From an optimization exercise on the open Yosys and OpenROAD flow, aimed at small area; shortcuts taken in it are not production practice.
Only simulation tests tie the RTL to the original design; equivalence was not proved.
No activity file was given, so power comes from the tool's default toggle rates.

==> inputs of pepper <==
// Gelu_Top
module Gelu_Top
(
    input clk,
    input rst_n,
    input gelu,
    input [2:0]    in_scale,
    input [8 *32-1:0]    dat_in,
    output[8 *32-1:0]    dat_out,
    input  in_vld,
    output out_vld
);
==> flow/config.mk <==
export PLATFORM = sky130hd
export DESIGN_NAME = Gelu_Top
export DESIGN_NICKNAME = Gelu_Top
export VERILOG_FILES = /design/flow/design.v
export SDC_FILE = /design/flow/constraint.sdc
export NUM_CORES = 8
export LEC_CHECK = 0
export ABC_AREA = 1
export CAP_MARGIN = 20
export CORE_MARGIN = 2
export CORE_UTILIZATION = 30
export GPL_TIMING_DRIVEN = 0
export SETUP_SLACK_MARGIN = 0.2
export SLEW_MARGIN = 20
==> flow/constraint.sdc <==
create_clock -name core_clock -period 6.0 [get_ports {clk}]
set_input_delay 1.2000 -clock core_clock [delete_from_list [all_inputs] [get_ports {clk}]]
set_output_delay 1.2000 -clock core_clock [all_outputs]
set_load 0.01 [all_outputs]
standard.sh (not shown) runs the stock make flow with config.mk's settings and CLKGATE_MAP_FILE= SYNTH_SCRIPT=/design/flow/synth_recipe.tcl, a recipe that flattens the netlist after the stock synthesis.
==> flow/flow/run.sh <==
#!/bin/bash
# Own layout flow: the standard ORFS flow (standard.sh) with these changes:
#  - synthesis maps the logic with an area-only ABC script (flow/abc_area.script:
#    no buffering/upsizing inside ABC; OpenROAD repairs timing later) and without
#    Yosys's full/half-adder extraction;
#  - ports are buffered with sky130_fd_sc_hd__buf_1;
#  - CTS adds no dummy loads.
# make's output goes to flow_make.log here; ORFS keeps each step's log under orfs/logs.
set -euo pipefail
W=$(pwd)
rm -rf "$W/scripts"
cp -r "$FLOW_HOME/scripts" "$W/scripts"
cp "$W/flow/abc_area.script" "$W/scripts/abc_area.script"
export SCRIPTS_DIR="$W/scripts"
bash standard.sh ADDER_MAP_FILE= \
  "BUFFER_PORTS_ARGS=-buffer_cell sky130_fd_sc_hd__buf_1" \
  "CTS_ARGS=-sink_clustering_enable -repair_clock_nets -dont_use_dummy_load" \
  finish > "$W/flow_make.log" 2>&1
==> flow/flow/abc_area.script <==
strash
dch
map -a
topo
stime -c
==> inputs of lagoon, as changes to pepper <==
- CORE_UTILIZATION: 30 -> 40
- SETUP_SLACK_MARGIN: 0.2 -> 0.1
==> qor summary <==
metric	lagoon	pepper
Worst hold slack	0.3249 ns	0.3569 ns
Final setup slack of the worst path	0.2688 ns	0.4057 ns
Core utilization of the finished layout	0.4850	0.3740
Worst setup path endpoint	y_reg[6]	y_reg[38]
Final Wtd Congestion	1.015	1.025
Iteration-0 DRC Markers	8382	9243
Power density over the cells	195.4 nW/um^2	191.8 nW/um^2
Register fraction of the total cell area	0.1065	0.1034
Count of plain and timing-repair buffers in the layout	661	696
Post-route design area	48360 sq um	49780 sq um
Non-clock buffer contribution to total cell area	0.07806	0.08281
Fill count	10820	14740
Outcome	finished clean	finished clean
Area of combinational cells with multiple inputs	32540 sq um	32830 sq um
Largest stage delay on the critical path	0.41 ns	0.27 ns
Post-placement cell area	44720 sq um	45310 sq um

---

==> indigo <==
Starting RTL as in the previous note.
## Gelu_Top
module Gelu_Top
(
    input clk,
    input rst_n,
    input gelu,
    input [2:0]    in_scale,
    input [8 *32-1:0]    dat_in,
    output[8 *32-1:0]    dat_out,
    input  in_vld,
    output out_vld
);
export LEC_CHECK = 0
export ABC_AREA = 1
export CAP_MARGIN = 20
export CORE_MARGIN = 2
export CORE_UTILIZATION = 40
export GPL_TIMING_DRIVEN = 0
export SETUP_SLACK_MARGIN = 0.1
export SLEW_MARGIN = 20
create_clock -name core_clock -period 6.0 [get_ports {clk}]
==> flow/flow/run.sh <==
#!/bin/bash
# Own layout flow: the standard ORFS flow (standard.sh) with these changes:
#  - synthesis maps the logic with its own ABC script (flow/abc_area.script: a
#    balanced AIG mapped for area under a 2.5 ns delay target, with no buffering or
#    upsizing inside ABC, as OpenROAD repairs timing later) and without
#    Yosys's full/half-adder extraction;
#  - ports are buffered with sky130_fd_sc_hd__buf_1;
#  - CTS adds no dummy loads.
# make's output goes to flow_make.log here; ORFS keeps each step's log under orfs/logs.
set -euo pipefail
W=$(pwd)
rm -rf "$W/scripts"
cp -r "$FLOW_HOME/scripts" "$W/scripts"
cp "$W/flow/abc_area.script" "$W/scripts/abc_area.script"
export SCRIPTS_DIR="$W/scripts"
bash standard.sh ADDER_MAP_FILE= \
  "BUFFER_PORTS_ARGS=-buffer_cell sky130_fd_sc_hd__buf_1" \
  "CTS_ARGS=-sink_clustering_enable -repair_clock_nets -dont_use_dummy_load" \
  finish > "$W/flow_make.log" 2>&1
==> flow/flow/abc_area.script <==
strash
&get -n
&b
&put
dch
map -D 2500
topo
==> nickel (differences from indigo) <==
==> flow/run.sh (new file) <==
#!/bin/bash
# synth_recipe.tcl (not shown) runs the flow's synth.tcl, then flattens the netlist and writes it again
# the make line also repeats each setting of config.mk as NAME=value (left out here)
make -C /OpenROAD-flow-scripts/flow DESIGN_CONFIG=/design/flow/config.mk WORK_HOME=/design/flow/orfs CLKGATE_MAP_FILE= SYNTH_SCRIPT=/design/flow/synth_recipe.tcl finish
--- a/flow/config.mk
+++ b/flow/config.mk
@@ -10,5 +10,5 @@
 export CORE_MARGIN = 2
-export CORE_UTILIZATION = 40
+export CORE_UTILIZATION = 30
 export GPL_TIMING_DRIVEN = 0
-export SETUP_SLACK_MARGIN = 0.1
+export SETUP_SLACK_MARGIN = 0.2
 export SLEW_MARGIN = 20
removed: flow/flow/run.sh
removed: flow/flow/abc_area.script
removed: flow/standard.sh
==> harbor (differences from indigo) <==
--- a/flow/flow/run.sh
+++ b/flow/flow/run.sh
@@ -2,5 +2,4 @@
 # Own layout flow: the standard ORFS flow (standard.sh) with these changes:
-#  - synthesis maps the logic with its own ABC script (flow/abc_area.script: a
-#    balanced AIG mapped for area under a 2.5 ns delay target, with no buffering or
-#    upsizing inside ABC, as OpenROAD repairs timing later) and without
+#  - synthesis maps the logic with an area-only ABC script (flow/abc_area.script:
+#    no buffering/upsizing inside ABC; OpenROAD repairs timing later) and without
 #    Yosys's full/half-adder extraction;
==> flow/flow/abc_area.script (replaced) <==
strash
dch
map -a
topo
stime -c
--- a/flow/config.mk
+++ b/flow/config.mk
@@ -10,3 +10,3 @@
 export CORE_MARGIN = 2
-export CORE_UTILIZATION = 40
+export CORE_UTILIZATION = 35
 export GPL_TIMING_DRIVEN = 0
==> notes.md <==
item                                                                   nickel      indigo      harbor
Run status                                   no timing/DRC/antenna violations  no timing/DRC/antenna violations  no timing/DRC/antenna violations
Share of post-route cells with drive strength above 1                   16.2%       5.43%       10.2%
Total Wirelength                                                       320 mm      203 mm      207 mm
Synthesized-area fraction occupied by adder cells                       12.6%          0%          0%
Clock Power Share                                                       17.9%       20.4%       20.8%
CLK BUF                                                                    48          36          38
Count of plain and timing-repair buffers                                1,044         577         671
Wire length on met3                                                   42.1 mm     28.1 mm     27.5 mm
Area fraction of the dominant cell type after synthesis                 22.8%       17.2%       16.5%
Fraction of the yosys area taken by sequential cells                    10.5%       12.7%       12.8%
Number of unique standard cell types used by synthesis                     55          41          38
Pin count of the biggest net entering global routing                       13         206          99
Number of nets in the layout                                           10,200       8,426       8,463
Non-clock buffer share                                                  16.0%       6.14%       8.07%
GR met3 Demand/Resource                                                 12.0%       10.1%       8.55%
Number of non-clock inverters in the layout                             1,260         875       1,043
Met2 global-route usage                                                 52.8%       55.6%       49.2%
Post-Synth Simple-Gate Area                                             47.1%       39.4%       39.1%
Number of antenna violations at the first check in global routing          39          38          27
Met1 track demand over resource                                         43.9%       45.8%       40.3%
Area of the mapped netlist                                         0.0488 mm2  0.0406 mm2  0.0401 mm2
Overall power                                                         11.9 mW     9.25 mW     9.43 mW
Die height                                                             407 um      323 um      343 um
Effective utilization at floorplan                                      30.1%       40.5%       35.2%
Area of the die                                                     0.166 mm2   0.104 mm2   0.117 mm2
Initial drt markers                                                     9,699       8,467       9,934
Via-per-instance ratio                                                   5.83        6.41        6.30

static timing again, ports no longer ideal:
No port has a modelled driver above. Below, the same layouts with a new extraction and two added sets of constraints.
Step 1 assumes that a clkbuf_16 drives the clock port and a buf_2 every other input.
Step 2 adds t to the input delays and takes it off the output delays; t is the mean of the earliest and latest rising clock arrival at the registers after step 1. Input paths then give back, and output paths get back, about the clock's delay inside the block.
Slacks: ideal ports / drivers / drivers and shift; pairs: ideal ports / drivers.
run | t, ns | setup WS [ns] | clock arrival spread, ns | worst register clock-pin slew, ns | worst data-port slew with drivers (ns)
pepper | 0.671 | 0.406 / 0.439 / -0.232 | 0.026 / 0.026 | 0.07 / 0.07 | 0.18
lagoon | 0.679 | 0.269 / 0.308 / -0.371 | 0.065 / 0.064 | 0.06 / 0.06 | 0.16
indigo | 0.679 | 0.231 / 0.262 / -0.418 | 0.073 / 0.073 | 0.06 / 0.06 | 0.16
nickel | 0.716 | 0.223 / 0.124 / -0.592 | 0.026 / 0.026 | 0.07 / 0.07 | 0.22
harbor | 0.671 | 0.253 / 0.302 / -0.369 | 0.027 / 0.028 | 0.06 / 0.06 | 0.14
Met with ideal ports but missed after step 2: setup timing in every run listed. For nickel, which loses most, drivers alone change the setup slack by -0.099 ns; drivers and shift together by -0.815 ns.
